What follows belongs to an exercise in optimizing a design on an open flow for small area; a production flow would make more cautious choices. In this exercise RTL edits were held to simulation tests only and were not proved equivalent to the original. Power figures rest on the tool's default switching activity, not on a simulated workload.

==> trial 72 <==
==> flow/design.v (excerpt) <==
module Main_Processor(
    input clk,
    input rst,
    input [31:0] instr,
    output [31:0] pc,
    output [31:0] wb_data,
    output zero
    );
==> module ALU, before the edit <==
module ALU(
    input op_add,
    input op_log,
    input op_or,
    input op_sh,
    input sub,
    input right,
    input [31:0] a,
    input [31:0] b,
    input [4:0] shamt,
    output [31:0] result,
    output ZeroFlag
    );
wire [31:0] g, p, s, shn;
adder add(.a(a), .b(b), .sub(sub), .g(g), .p(p), .s(s));
shifter shf(.a(a), .shamt(shamt), .right(right), .en(op_sh), .yn(shn));
assign result = ~(~(({32{op_add}} & s) | ({32{op_log}} & g) | ({32{op_or}} & p)) & shn);
assign ZeroFlag = ~|result;
endmodule
==> module adder, before the edit <==
module adder(
    input [31:0] a,
    input [31:0] b,
    input sub,
    output [31:0] g,
    output [31:0] p,
    output [31:0] s
    );
wire [31:0] bx = b ^ {32{sub}};
assign g = a & bx;
assign p = a ^ bx;
reg [31:0] G, P;
integer l, i;
always @(*) begin
    G = g;
    P = p;
    G[0] = g[0] | (p[0] & sub);
    for (l = 0; l < 5; l = l + 1)
        for (i = 0; i < 32; i = i + 1)
            if (((i + 1) % (2 << l)) == 0) begin
                G[i] = G[i] | (P[i] & G[i - (1 << l)]);
                P[i] = P[i] & P[i - (1 << l)];
            end
    for (l = 3; l >= 0; l = l - 1)
        for (i = 0; i < 32; i = i + 1)
            if (((i + 1) % (2 << l)) == (1 << l) && i >= (2 << l)) begin
                G[i] = G[i] | (P[i] & G[i - (1 << l)]);
                P[i] = P[i] & P[i - (1 << l)];
            end
end
assign s = p ^ {G[30:0], sub};
endmodule
==> module Main_Processor, before the edit <==
module Main_Processor(
    input clk,
    input rst,
    input [31:0] instr,
    output [31:0] pc,
    output [31:0] wb_data,
    output zero
    );
wire [31:0] Data1, Data2, ALUResult, imm32;
wire op_add, op_log, op_or, op_sh, sub, right;
Instruction_Fetch fetch(.clk(clk), .reset(rst), .PC_out(pc));
sign_extender sgn_extd(.writeData12(instr[11:0]), .writeData32(imm32));
control_unit cntrl_unit(.funct_IF({instr[5], instr[2:0]}), .op_add(op_add), .op_log(op_log),
                        .op_or(op_or), .op_sh(op_sh), .sub(sub), .right(right));
register_file reg_file(.clk(clk), .Reset(rst), .rs1(instr[20:16]), .rs2(instr[15:11]),
                       .rd(instr[25:21]), .wd(wb_data), .Data1(Data1), .Data2(Data2));
ALU alu(.op_add(op_add), .op_log(op_log), .op_or(op_or), .op_sh(op_sh), .sub(sub), .right(right),
        .a(Data1), .b(Data2), .shamt(instr[10:6]), .result(ALUResult), .ZeroFlag(zero));
MUX load_mux(.A(ALUResult), .B(imm32), .S(instr[31]), .Y(wb_data));
endmodule
==> flow/config.mk <==
export PLATFORM = sky130hd
export DESIGN_NAME = Main_Processor
export DESIGN_NICKNAME = Main_Processor
export VERILOG_FILES = /design/flow/design.v
export SDC_FILE = /design/flow/constraint.sdc
export NUM_CORES = 4
export LEC_CHECK = 0
export CAP_MARGIN = 20
export CORE_MARGIN = 2
export CORE_UTILIZATION = 60
export CTS_CLUSTER_DIAMETER = 80
export CTS_CLUSTER_SIZE = 24
export SLEW_MARGIN = 20
export SYNTH_HIERARCHICAL = 1
export SYNTH_MINIMUM_KEEP_SIZE = 0
==> flow/constraint.sdc <==
create_clock -name core_clock -period 13.0 [get_ports {clk}]
set_input_delay 2.6000 -clock core_clock [delete_from_list [all_inputs] [get_ports {clk}]]
set_output_delay 2.6000 -clock core_clock [all_outputs]
set_load 0.01 [all_outputs]
run.sh (not shown) runs the stock make flow with config.mk's settings and CLKGATE_MAP_FILE= SYNTH_SCRIPT=/design/flow/synth_recipe.tcl, a recipe that flattens the netlist after the stock synthesis.
==> build 68 (differences from trial 72) <==
--- a/flow/design.v
+++ b/flow/design.v
@@ -174,5 +174,7 @@
     input [31:0] b,
     input [4:0] shamt,
-    output [31:0] result,
+    input li,
+    input [11:0] imm,
+    output [31:0] wb,
     output ZeroFlag
     );
@@ -180,6 +182,18 @@
 adder add(.a(a), .b(b), .sub(sub), .g(g), .p(p), .s(s));
 shifter shf(.a(a), .shamt(shamt), .right(right), .en(op_sh), .yn(shn));
-assign result = ~(~(({32{op_add}} & s) | ({32{op_log}} & g) | ({32{op_or}} & p)) & shn);
-assign ZeroFlag = ~|result;
+wire [31:0] t = ~(({32{op_add}} & s) | ({32{op_log}} & g) | ({32{op_or}} & p));
+writeback wbk(.t(t), .shn(shn), .li(li), .imm(imm), .wb(wb), .zero(ZeroFlag));
+endmodule
+module writeback(
+    input [31:0] t,
+    input [31:0] shn,
+    input li,
+    input [11:0] imm,
+    output [31:0] wb,
+    output zero
+    );
+wire [31:0] imm_n = ~{{20{imm[11]}}, imm};
+assign wb = ~(({32{~li}} & t & shn) | ({32{li}} & imm_n));
+assign zero = &(t & shn);
 endmodule
 module adder(
@@ -192,6 +206,16 @@
     );
 wire [31:0] bx = b ^ {32{sub}};
+wire [31:0] c;
 assign g = a & bx;
 assign p = a ^ bx;
+carry_tree ct(.g(g), .p(p), .cin(sub), .c(c));
+assign s = p ^ c;
+endmodule
+module carry_tree(
+    input [31:0] g,
+    input [31:0] p,
+    input cin,
+    output [31:0] c
+    );
 reg [31:0] G, P;
 integer l, i;
@@ -199,5 +223,5 @@
     G = g;
     P = p;
-    G[0] = g[0] | (p[0] & sub);
+    G[0] = g[0] | (p[0] & cin);
     for (l = 0; l < 5; l = l + 1)
         for (i = 0; i < 32; i = i + 1)
@@ -213,5 +237,5 @@
             end
 end
-assign s = p ^ {G[30:0], sub};
+assign c = {G[30:0], cin};
 endmodule
 module shifter(
@@ -292,8 +316,7 @@
     output zero
     );
-wire [31:0] Data1, Data2, ALUResult, imm32;
+wire [31:0] Data1, Data2;
 wire op_add, op_log, op_or, op_sh, sub, right;
 Instruction_Fetch fetch(.clk(clk), .reset(rst), .PC_out(pc));
-sign_extender sgn_extd(.writeData12(instr[11:0]), .writeData32(imm32));
 control_unit cntrl_unit(.funct_IF({instr[5], instr[2:0]}), .op_add(op_add), .op_log(op_log),
                         .op_or(op_or), .op_sh(op_sh), .sub(sub), .right(right));
@@ -301,5 +324,5 @@
                        .rd(instr[25:21]), .wd(wb_data), .Data1(Data1), .Data2(Data2));
 ALU alu(.op_add(op_add), .op_log(op_log), .op_or(op_or), .op_sh(op_sh), .sub(sub), .right(right),
-        .a(Data1), .b(Data2), .shamt(instr[10:6]), .result(ALUResult), .ZeroFlag(zero));
-MUX load_mux(.A(ALUResult), .B(imm32), .S(instr[31]), .Y(wb_data));
+        .a(Data1), .b(Data2), .shamt(instr[10:6]), .li(instr[31]), .imm(instr[11:0]),
+        .wb(wb_data), .ZeroFlag(zero));
 endmodule
==> flow/flow/run.sh (new file) <==
#!/bin/bash
# Layout flow: the standard synthesis, then every combinational cell of the
# netlist swapped to the smallest cell of its family (the layout's repair steps
# upsize only what slew, capacitance or timing need), then the standard
# layout with a clock tree built without dummy loads, and the smallest buffer
# (not a clock-delay cell) on each input and output port.
set -euo pipefail
here=$(pwd)
lib=$FLOW_HOME/platforms/$FLOW_PLATFORM/lib/sky130_fd_sc_hd__tt_025C_1v80.lib
results=$here/orfs/results/$FLOW_PLATFORM/Main_Processor/base

bash standard.sh synth > "$here/synth.log" 2>&1
python3 flow/downsize.py "$lib" "$results/1_2_yosys.v" > "$here/downsize.log" 2>&1
# the netlist is now newer than 1_synth.odb, so make rebuilds it from there on
touch "$results/1_2_yosys.v"
export CTS_ARGS="-sink_clustering_enable -repair_clock_nets -dont_use_dummy_load -sink_clustering_size 24 -sink_clustering_max_diameter 80"
export BUFFER_PORTS_ARGS="-buffer_cell sky130_fd_sc_hd__buf_1"
bash standard.sh finish > "$here/layout.log" 2>&1
==> flow/flow/downsize.py (new file) <==
#!/usr/bin/env python3
"""Swap every combinational cell of a gate-level netlist to the smallest-area
cell of its family (same function and pins, another drive strength; of equal
areas the strongest). The
layout's own sizing (repair_design, repair_timing) then upsizes only where
slew, capacitance or timing need it. Flip-flops and buffers are left alone.

usage: downsize.py LIBERTY NETLIST   (NETLIST is rewritten in place)"""
import collections
import re
import sys

lib, net = sys.argv[1], sys.argv[2]
text = open(lib).read()
area = {m.group(1): float(m.group(2)) for m in re.finditer(
    r'cell \("?(sky130_fd_sc_hd__\w+)"?\)\s*\{.*?area\s*:\s*([\d.]+)', text, re.S)}
pins = {}
for m in re.finditer(r'cell \("?(sky130_fd_sc_hd__\w+)"?\)\s*\{(.*?)\n    \}', text, re.S):
    pins[m.group(1)] = tuple(sorted(re.findall(r'\bpin \("?(\w+)"?\)', m.group(2))))
family = collections.defaultdict(list)
for c in area:
    m = re.match(r'(sky130_fd_sc_hd__\w+?)_(\d+)$', c)
    if m:
        family[m.group(1)].append(c)

def smallest(cell):
    m = re.match(r'(sky130_fd_sc_hd__\w+?)_(\d+)$', cell)
    if not m:
        return cell
    f = m.group(1)
    if re.search(r'__(df|edf|sdf|sedf|dl|buf|clkbuf|clkdly|dlygate|dlymetal|conb|tap|fill|decap|diode)', f):
        return cell
    same = [c for c in family[f] if pins.get(c) == pins.get(cell)]
    # among the smallest, the strongest
    return min(same, key=lambda c: (area[c], -int(c.rsplit('_', 1)[1])))

src = open(net).read()
swaps = collections.Counter()

def sub(m):
    new = smallest(m.group(2))
    if new != m.group(2):
        swaps[(m.group(2), new)] += 1
    return m.group(1) + new + m.group(3)

out = re.sub(r'^(\s*)(sky130_fd_sc_hd__\w+)(\s)', sub, src, flags=re.M)
open(net, 'w').write(out)
saved = sum(n * (area[a] - area[b]) for (a, b), n in swaps.items())
for (a, b), n in sorted(swaps.items()):
    print(f"{n:5d} {a} -> {b}")
print(f"swapped {sum(swaps.values())} cells, {saved:.1f} um2 less")
==> flow/standard.sh (new file) <==
#!/bin/bash
# synth_recipe.tcl (not shown) runs the flow's synth.tcl, then flattens the netlist and writes it again
# the make line also repeats each setting of config.mk as NAME=value (left out here)
make -C /OpenROAD-flow-scripts/flow DESIGN_CONFIG=/design/flow/config.mk WORK_HOME=/design/flow/orfs CLKGATE_MAP_FILE= SYNTH_SCRIPT=/design/flow/synth_recipe.tcl "${@:-finish}"
Settings changed: CORE_UTILIZATION 60 to 50.
removed: flow/run.sh
==> flow_metrics.env <==
export IMPL_hold_end="reg_file.valid[4]$_DFF_PN0_"
export IMPL_syn_avg_cell_area_um2=11.7
export IMPL_crit_top_cell="a222oi_1"
export IMPL_dp_worst_setup_slack_ps=680
export IMPL_fp_dieH_um=295
export IMPL_insertedDiodeCount=19
export IMPL_m1WireLength_mm=75.6
export IMPL_relSlewSlack_pct=14.3
export IMPL_status="complete, no violations"
export IMPL_nNonClkInverters=33
export IMPL_multi_input_area_um2=23900
export IMPL_p_comb_share_pct=23.0
export IMPL_crit_cells=17
export IMPL_drt_iter0_markers=13800
export IMPL_layout_drive_gt1_share_pct=10.3
export IMPL_power_density_nw_per_um2=169
(the above is from trial 72)
==> flow_metrics.env <==
export IMPL_status="complete, no violations"
export IMPL_multi_input_area_um2=23400
export IMPL_dp_worst_setup_slack_ps=1330
export IMPL_p_comb_share_pct=22.6
export IMPL_syn_avg_cell_area_um2=11.6
export IMPL_layout_drive_gt1_share_pct=9.59
export IMPL_fp_dieH_um=320
export IMPL_hold_end="reg_file.valid[23]$_DFF_PN0_"
(the above is from build 68)

========
==> inputs of run a <==
==> flow/design.v <==
`timescale 1ns / 1ps
module sign_extender(
    input [11:0] writeData12,
    output [31:0] writeData32
    );
assign writeData32 = {{20{writeData12[11]}}, writeData12};
endmodule
`timescale 1ns / 1ps
module control_unit(
    input [3:0] funct_IF,
    output op_add,    
    output op_log,    
    output op_or,     
    output op_sh,     
    output sub,       
    output right      
    );
wire [3:0] f = funct_IF;
assign op_add = f[3] & ~f[2] & ~f[0];
assign op_log = f[3] & f[2] & ~f[1];
assign op_or  = f[3] & f[2] & ~f[1] & f[0];
assign op_sh  = ~f[3] & ~f[2] & ~f[0];
assign sub    = f[1];
assign right  = f[1];
endmodule
`timescale 1ns / 1ps
module MUX(
    input [31:0] A,
    input [31:0] B,
    input S,
    output [31:0] Y
    );
assign Y = S ? B : A;
endmodule
module write_mux(
    input [31:0] A,
    input [31:0] B,
    input S,
    input S_n,
    output [31:0] Y
    );
assign Y = ({32{S}} & B) | ({32{S_n}} & A);
endmodule
module aoi222(input a1, input b1, input a2, input b2, input a3, input b3, output y);
assign y = ~(a1 & b1 | a2 & b2 | a3 & b3);
endmodule
module aoi22(input a1, input b1, input a2, input b2, output y);
assign y = ~(a1 & b1 | a2 & b2);
endmodule
module aoi221(input a1, input b1, input a2, input b2, input c, output y);
assign y = ~(a1 & b1 | a2 & b2 | c);
endmodule
module nand4g(input a, input b, input c, input d, output y);
assign y = ~(a & b & c & d);
endmodule
module nand3g(input a, input b, input c, output y);
assign y = ~(a & b & c);
endmodule
module or3g(input a, input b, input c, output y);
assign y = a | b | c;
endmodule
`timescale 1ns / 1ps
module register_file(
    input clk,
    input Reset,
    input [4:0] rs1,
    input [4:0] rs2,
    input [4:0] rd,
    input [31:0] wd,
    output [31:0] Data1,
    output [31:0] Data2
    );
    reg [1023:0] regs;
    wire [1023:0] regs_d;
    reg [31:0] valid;
    wire [31:0] we, we_n;
    wire [31:0] s1, s2;
    wire [3:0] init1, init2;
    write_decoder wdec(.rd(rd), .we(we), .we_n(we_n));
    always @(posedge clk, negedge Reset)
        if (Reset == 0) valid <= 32'd0;
        else            valid <= valid | we;
    genvar r;
    generate
        for (r = 0; r < 32; r = r + 1) begin : row
            write_mux wmux(.A(regs[r*32 +: 32]), .B(wd), .S(we[r]), .S_n(we_n[r]),
                           .Y(regs_d[r*32 +: 32]));
        end
    endgenerate
    always @(posedge clk) regs <= regs_d;
    read_decoder rdec1(.rs(rs1), .valid(valid), .sel(s1), .init(init1));
    read_decoder rdec2(.rs(rs2), .valid(valid), .sel(s2), .init(init2));
    read_port rp1(.regs(regs), .sel(s1), .init(init1), .d(Data1));
    read_port rp2(.regs(regs), .sel(s2), .init(init2), .d(Data2));
endmodule
module write_decoder(
    input [4:0] rd,
    output [31:0] we,
    output [31:0] we_n
    );
    assign we = 32'd1 << rd;
    assign we_n = ~we;
endmodule
module read_decoder(
    input [4:0] rs,
    input [31:0] valid,
    output [31:0] sel,
    output [3:0] init
    );
    wire [31:0] hit = 32'd1 << rs;
    wire [31:0] inv = hit & ~valid;
    assign sel = hit & valid;
    assign init[0] = inv[2] | inv[9];
    assign init[1] = inv[1] | inv[2] | inv[5] | inv[6] | inv[9];
    assign init[2] = inv[6] | inv[9] | inv[10];
    assign init[3] = inv[5];
endmodule
module read_port(
    input [1023:0] regs,
    input [31:0] sel,
    input [3:0] init,
    output [31:0] d
    );
    wire [32*11-1:0] x;
    wire [31:0] y0, y1, y2;
    genvar k;
    generate
        for (k = 0; k < 10; k = k + 1) begin : grp
            aoi_group3 g(.s0(sel[3*k]), .s1(sel[3*k+1]), .s2(sel[3*k+2]),
                         .q0(regs[(3*k)*32 +: 32]), .q1(regs[(3*k+1)*32 +: 32]),
                         .q2(regs[(3*k+2)*32 +: 32]), .y(x[k*32 +: 32]));
        end
    endgenerate
    aoi_group2 g10(.s0(sel[30]), .s1(sel[31]), .q0(regs[30*32 +: 32]), .q1(regs[31*32 +: 32]),
                   .init(init), .y(x[10*32 +: 32]));
    nand_group4 n0(.a(x[0 +: 32]), .b(x[32 +: 32]), .c(x[64 +: 32]), .d(x[96 +: 32]), .y(y0));
    nand_group4 n1(.a(x[128 +: 32]), .b(x[160 +: 32]), .c(x[192 +: 32]), .d(x[224 +: 32]), .y(y1));
    nand_group3 n2(.a(x[256 +: 32]), .b(x[288 +: 32]), .c(x[320 +: 32]), .y(y2));
    or_group3 o(.a(y0), .b(y1), .c(y2), .y(d));
endmodule
module aoi_group3(
    input s0, input s1, input s2,
    input [31:0] q0, input [31:0] q1, input [31:0] q2,
    output [31:0] y
    );
    assign y = ~(({32{s0}} & q0) | ({32{s1}} & q1) | ({32{s2}} & q2));
endmodule
module aoi_group2(
    input s0, input s1,
    input [31:0] q0, input [31:0] q1,
    input [3:0] init,
    output [31:0] y
    );
    assign y = ~(({32{s0}} & q0) | ({32{s1}} & q1) | {28'd0, init});
endmodule
module nand_group4(input [31:0] a, input [31:0] b, input [31:0] c, input [31:0] d, output [31:0] y);
    assign y = ~(a & b & c & d);
endmodule
module nand_group3(input [31:0] a, input [31:0] b, input [31:0] c, output [31:0] y);
    assign y = ~(a & b & c);
endmodule
module or_group3(input [31:0] a, input [31:0] b, input [31:0] c, output [31:0] y);
    assign y = a | b | c;
endmodule
`timescale 1ns / 1ps
module ALU(
    input op_add,
    input op_log,
    input op_or,
    input op_sh,
    input sub,
    input right,
    input [31:0] a,
    input [31:0] b,
    input [4:0] shamt,
    input li,
    input [11:0] imm,
    output [31:0] wb,
    output ZeroFlag
    );
wire [31:0] g, p, s, shn;
adder add(.a(a), .b(b), .sub(sub), .g(g), .p(p), .s(s));
shifter shf(.a(a), .shamt(shamt), .right(right), .en(op_sh), .yn(shn));
wire [31:0] t = ~(({32{op_add}} & s) | ({32{op_log}} & g) | ({32{op_or}} & p));
writeback wbk(.t(t), .shn(shn), .li(li), .imm(imm), .wb(wb), .zero(ZeroFlag));
endmodule
module writeback(
    input [31:0] t,
    input [31:0] shn,
    input li,
    input [11:0] imm,
    output [31:0] wb,
    output zero
    );
wire [31:0] imm_n = ~{{20{imm[11]}}, imm};
assign wb = ~(({32{~li}} & t & shn) | ({32{li}} & imm_n));
assign zero = &(t & shn);
endmodule
module adder(
    input [31:0] a,
    input [31:0] b,
    input sub,
    output [31:0] g,
    output [31:0] p,
    output [31:0] s
    );
wire [31:0] bx = b ^ {32{sub}};
wire [31:0] c;
assign g = a & bx;
assign p = a ^ bx;
carry_tree ct(.g(g), .p(p), .cin(sub), .c(c));
assign s = p ^ c;
endmodule
module carry_tree(
    input [31:0] g,
    input [31:0] p,
    input cin,
    output [31:0] c
    );
reg [31:0] G, P;
integer l, i;
always @(*) begin
    G = g;
    P = p;
    G[0] = g[0] | (p[0] & cin);
    for (l = 0; l < 5; l = l + 1)
        for (i = 0; i < 32; i = i + 1)
            if (((i + 1) % (2 << l)) == 0) begin
                G[i] = G[i] | (P[i] & G[i - (1 << l)]);
                P[i] = P[i] & P[i - (1 << l)];
            end
    for (l = 3; l >= 0; l = l - 1)
        for (i = 0; i < 32; i = i + 1)
            if (((i + 1) % (2 << l)) == (1 << l) && i >= (2 << l)) begin
                G[i] = G[i] | (P[i] & G[i - (1 << l)]);
                P[i] = P[i] & P[i - (1 << l)];
            end
end
assign c = {G[30:0], cin};
endmodule
module shifter(
    input [31:0] a,
    input [4:0] shamt,
    input right,
    input en,
    output [31:0] yn
    );
wire [31:0] x1, x2, x3, x4;
wire [4:0] keep, left, rgt;
assign keep = ~shamt;
assign left = shamt & {5{~right}};
assign rgt  = shamt & {5{right}};
shift_stage #(.D(1),  .INV(0)) st0(.u(a),  .sn(keep[0]), .sl(left[0]), .sr(rgt[0]), .y(x1));
shift_stage #(.D(2),  .INV(1)) st1(.u(x1), .sn(keep[1]), .sl(left[1]), .sr(rgt[1]), .y(x2));
shift_stage #(.D(4),  .INV(0)) st2(.u(x2), .sn(keep[2]), .sl(left[2]), .sr(rgt[2]), .y(x3));
shift_stage #(.D(8),  .INV(1)) st3(.u(x3), .sn(keep[3]), .sl(left[3]), .sr(rgt[3]), .y(x4));
shift_stage #(.D(16), .INV(0)) st4(.u(x4), .sn(keep[4] & en), .sl(left[4] & en), .sr(rgt[4] & en), .y(yn));
endmodule
module shift_stage #(parameter D = 1, parameter INV = 0) (
    input [31:0] u,
    input sn,
    input sl,
    input sr,
    output [31:0] y
    );
genvar i;
generate
    for (i = 0; i < 32; i = i + 1) begin : b
        wire tl, tr;
        if (i >= D) begin : l
            assign tl = sl & u[i-D];
        end else begin : lz
            assign tl = INV ? sl : 1'b0;
        end
        if (i + D < 32) begin : r
            assign tr = sr & u[i+D];
        end else begin : rz
            assign tr = INV ? sr : 1'b0;
        end
        assign y[i] = ~(sn & u[i] | tl | tr);
    end
endgenerate
endmodule
`timescale 1ns / 1ps
module Instruction_Fetch(
    input clk,
    input reset,
    output [31:0] PC_out
    );
reg [29:0] PC;
wire [29:0] nxt;
wire [30:0] c;
assign c[0] = 1'b1;
genvar i;
generate
    for (i = 0; i < 30; i = i + 1) begin : inc
        half_adder ha(.a(PC[i]), .b(c[i]), .s(nxt[i]), .co(c[i+1]));
    end
endgenerate
assign PC_out = {PC, 2'b00};
always @(posedge clk, negedge reset)
    if (reset == 0) PC <= 30'd0;
    else            PC <= nxt;
endmodule
module half_adder(input a, input b, output s, output co);
assign s = a ^ b;
assign co = a & b;
endmodule
`timescale 1ns / 1ps
module Main_Processor(
    input clk,
    input rst,
    input [31:0] instr,
    output [31:0] pc,
    output [31:0] wb_data,
    output zero
    );
wire [31:0] Data1, Data2;
wire op_add, op_log, op_or, op_sh, sub, right;
Instruction_Fetch fetch(.clk(clk), .reset(rst), .PC_out(pc));
control_unit cntrl_unit(.funct_IF({instr[5], instr[2:0]}), .op_add(op_add), .op_log(op_log),
                        .op_or(op_or), .op_sh(op_sh), .sub(sub), .right(right));
register_file reg_file(.clk(clk), .Reset(rst), .rs1(instr[20:16]), .rs2(instr[15:11]),
                       .rd(instr[25:21]), .wd(wb_data), .Data1(Data1), .Data2(Data2));
ALU alu(.op_add(op_add), .op_log(op_log), .op_or(op_or), .op_sh(op_sh), .sub(sub), .right(right),
        .a(Data1), .b(Data2), .shamt(instr[10:6]), .li(instr[31]), .imm(instr[11:0]),
        .wb(wb_data), .ZeroFlag(zero));
endmodule
==> flow/flow/run.sh <==
#!/bin/bash
# Layout flow: the standard synthesis, then every combinational cell of the
# netlist swapped to the smallest cell of its family (the layout's repair steps
# upsize only what slew, capacitance or timing need), then the standard
# layout with a clock tree built without dummy loads, and the smallest buffer
# (not a clock-delay cell) on each input and output port.
set -euo pipefail
here=$(pwd)
lib=$FLOW_HOME/platforms/$FLOW_PLATFORM/lib/sky130_fd_sc_hd__tt_025C_1v80.lib
results=$here/orfs/results/$FLOW_PLATFORM/Main_Processor/base

bash standard.sh synth > "$here/synth.log" 2>&1
python3 flow/downsize.py "$lib" "$results/1_2_yosys.v" > "$here/downsize.log" 2>&1
# the netlist is now newer than 1_synth.odb, so make rebuilds it from there on
touch "$results/1_2_yosys.v"
export CTS_ARGS="-sink_clustering_enable -repair_clock_nets -dont_use_dummy_load -sink_clustering_size 28 -sink_clustering_max_diameter 80"
export BUFFER_PORTS_ARGS="-buffer_cell sky130_fd_sc_hd__buf_1"
bash standard.sh finish > "$here/layout.log" 2>&1
==> flow/flow/downsize.py <==
#!/usr/bin/env python3
"""Swap every combinational cell of a gate-level netlist to the smallest-area
cell of its family (same function and pins, another drive strength; of equal
areas the strongest). The
layout's own sizing (repair_design, repair_timing) then upsizes only where
slew, capacitance or timing need it. Flip-flops and buffers are left alone.

usage: downsize.py LIBERTY NETLIST   (NETLIST is rewritten in place)"""
import collections
import re
import sys

lib, net = sys.argv[1], sys.argv[2]
text = open(lib).read()
area = {m.group(1): float(m.group(2)) for m in re.finditer(
    r'cell \("?(sky130_fd_sc_hd__\w+)"?\)\s*\{.*?area\s*:\s*([\d.]+)', text, re.S)}
pins = {}
for m in re.finditer(r'cell \("?(sky130_fd_sc_hd__\w+)"?\)\s*\{(.*?)\n    \}', text, re.S):
    pins[m.group(1)] = tuple(sorted(re.findall(r'\bpin \("?(\w+)"?\)', m.group(2))))
family = collections.defaultdict(list)
for c in area:
    m = re.match(r'(sky130_fd_sc_hd__\w+?)_(\d+)$', c)
    if m:
        family[m.group(1)].append(c)

def smallest(cell):
    m = re.match(r'(sky130_fd_sc_hd__\w+?)_(\d+)$', cell)
    if not m:
        return cell
    f = m.group(1)
    if re.search(r'__(df|edf|sdf|sedf|dl|buf|clkbuf|clkdly|dlygate|dlymetal|conb|tap|fill|decap|diode)', f):
        return cell
    same = [c for c in family[f] if pins.get(c) == pins.get(cell)]
    # among the smallest, the strongest
    return min(same, key=lambda c: (area[c], -int(c.rsplit('_', 1)[1])))

src = open(net).read()
swaps = collections.Counter()

def sub(m):
    new = smallest(m.group(2))
    if new != m.group(2):
        swaps[(m.group(2), new)] += 1
    return m.group(1) + new + m.group(3)

out = re.sub(r'^(\s*)(sky130_fd_sc_hd__\w+)(\s)', sub, src, flags=re.M)
open(net, 'w').write(out)
saved = sum(n * (area[a] - area[b]) for (a, b), n in swaps.items())
for (a, b), n in sorted(swaps.items()):
    print(f"{n:5d} {a} -> {b}")
print(f"swapped {sum(swaps.values())} cells, {saved:.1f} um2 less")
==> flow/standard.sh <==
#!/bin/bash
# synth_recipe.tcl (not shown) runs the flow's synth.tcl, then flattens the netlist and writes it again
# the make line also repeats each setting of config.mk as NAME=value (left out here)
make -C /OpenROAD-flow-scripts/flow DESIGN_CONFIG=/design/flow/config.mk WORK_HOME=/design/flow/orfs CLKGATE_MAP_FILE= SYNTH_SCRIPT=/design/flow/synth_recipe.tcl "${@:-finish}"
==> flow/config.mk <==
export PLATFORM = sky130hd
export DESIGN_NAME = Main_Processor
export DESIGN_NICKNAME = Main_Processor
export VERILOG_FILES = /design/flow/design.v
export SDC_FILE = /design/flow/constraint.sdc
export NUM_CORES = 4
export LEC_CHECK = 0
export CAP_MARGIN = 20
export CORE_MARGIN = 2
export CORE_UTILIZATION = 50
export CTS_CLUSTER_DIAMETER = 80
export CTS_CLUSTER_SIZE = 24
export PLACE_DENSITY = 0.72
export SLEW_MARGIN = 20
export SYNTH_HIERARCHICAL = 1
export SYNTH_MINIMUM_KEEP_SIZE = 0
==> flow/constraint.sdc <==
create_clock -name core_clock -period 13.0 [get_ports {clk}]
set_input_delay 2.6000 -clock core_clock [delete_from_list [all_inputs] [get_ports {clk}]]
set_output_delay 2.6000 -clock core_clock [all_outputs]
set_load 0.01 [all_outputs]
==> run b: changes against run a <==
--- a/flow/design.v
+++ b/flow/design.v
@@ -26,10 +26,2 @@
 `timescale 1ns / 1ps
-module MUX(
-    input [31:0] A,
-    input [31:0] B,
-    input S,
-    output [31:0] Y
-    );
-assign Y = S ? B : A;
-endmodule
 module write_mux(
@@ -43,20 +35,2 @@
 endmodule
-module aoi222(input a1, input b1, input a2, input b2, input a3, input b3, output y);
-assign y = ~(a1 & b1 | a2 & b2 | a3 & b3);
-endmodule
-module aoi22(input a1, input b1, input a2, input b2, output y);
-assign y = ~(a1 & b1 | a2 & b2);
-endmodule
-module aoi221(input a1, input b1, input a2, input b2, input c, output y);
-assign y = ~(a1 & b1 | a2 & b2 | c);
-endmodule
-module nand4g(input a, input b, input c, input d, output y);
-assign y = ~(a & b & c & d);
-endmodule
-module nand3g(input a, input b, input c, output y);
-assign y = ~(a & b & c);
-endmodule
-module or3g(input a, input b, input c, output y);
-assign y = a | b | c;
-endmodule
 `timescale 1ns / 1ps
--- a/flow/flow/run.sh
+++ b/flow/flow/run.sh
@@ -15,3 +15,3 @@
 touch "$results/1_2_yosys.v"
-export CTS_ARGS="-sink_clustering_enable -repair_clock_nets -dont_use_dummy_load -sink_clustering_size 28 -sink_clustering_max_diameter 80"
+export CTS_ARGS="-sink_clustering_enable -repair_clock_nets -dont_use_dummy_load -sink_clustering_size 24 -sink_clustering_max_diameter 80"
 export BUFFER_PORTS_ARGS="-buffer_cell sky130_fd_sc_hd__buf_1"
==> comparison table <==
                                                                                         run a      run b
Combinational share of power                                                             23.6%      23.3%
Detail-routed via count per cell                                                          8.40       8.40
Number of gates on the worst path with buffers counted                                      21         22
Filler Cells Inserted                                                                     8631       8625
Post-Layout Cell Count                                                                    5431       5438
Clock transition time at the flip-flop clock pins of the worst setup and hold paths     110 ps      90 ps
Outcome                                                       no timing/DRC/antenna violations  no timing/DRC/antenna violations
Seq area share                                                                           44.1%      43.9%
Final wirelength                                                                     204000 um  205000 um
R2R setup slack                                                                        5990 ps    6080 ps
Clock Buffer Count                                                                          47         53
Total global-route track usage                                                           37.6%      37.7%
Final setup slack of the worst path                                                     457 ps     458 ps

## afterwards: timing with drivers on the ports
Ports are ideal in the flow. The routed layouts listed here were re-timed in OpenROAD. Step 1, drivers: a clkbuf_16 drives clk and a buf_2 each remaining input, both assumed. Step 2 adds t to the input delays and takes it off the output delays; t is the mean of the earliest and latest rising clock arrival at the registers after step 1. Input paths then give back, and output paths get back, about the clock's delay inside the block. Three values: no drivers, after step 1, after step 2; two values: the first two.
| run | shift t [ns] | setup slack, ns | worst hold slack (ns) | worst setup path after step 2 |
|---|---|---|---|---|
| trial 72 | 0.736 | 0.091 / 0.039 / 0.039 | 0.486 / 0.486 / 0.486 | input to output |
| build 68 | 0.768 | 0.930 / 0.895 / 0.895 | 0.489 / 0.489 / 0.489 | input to output |
| run a | 0.719 | 0.457 / 0.335 / 0.335 | 0.486 / 0.486 / 0.486 | input to output |
| run b | 0.735 | 0.458 / 0.332 / 0.332 | 0.487 / 0.487 / 0.487 | input to output |
After both steps setup and hold are still met in every run listed. For run b, which loses most, drivers alone change the setup slack by -0.126 ns; drivers and shift together by -0.126 ns.
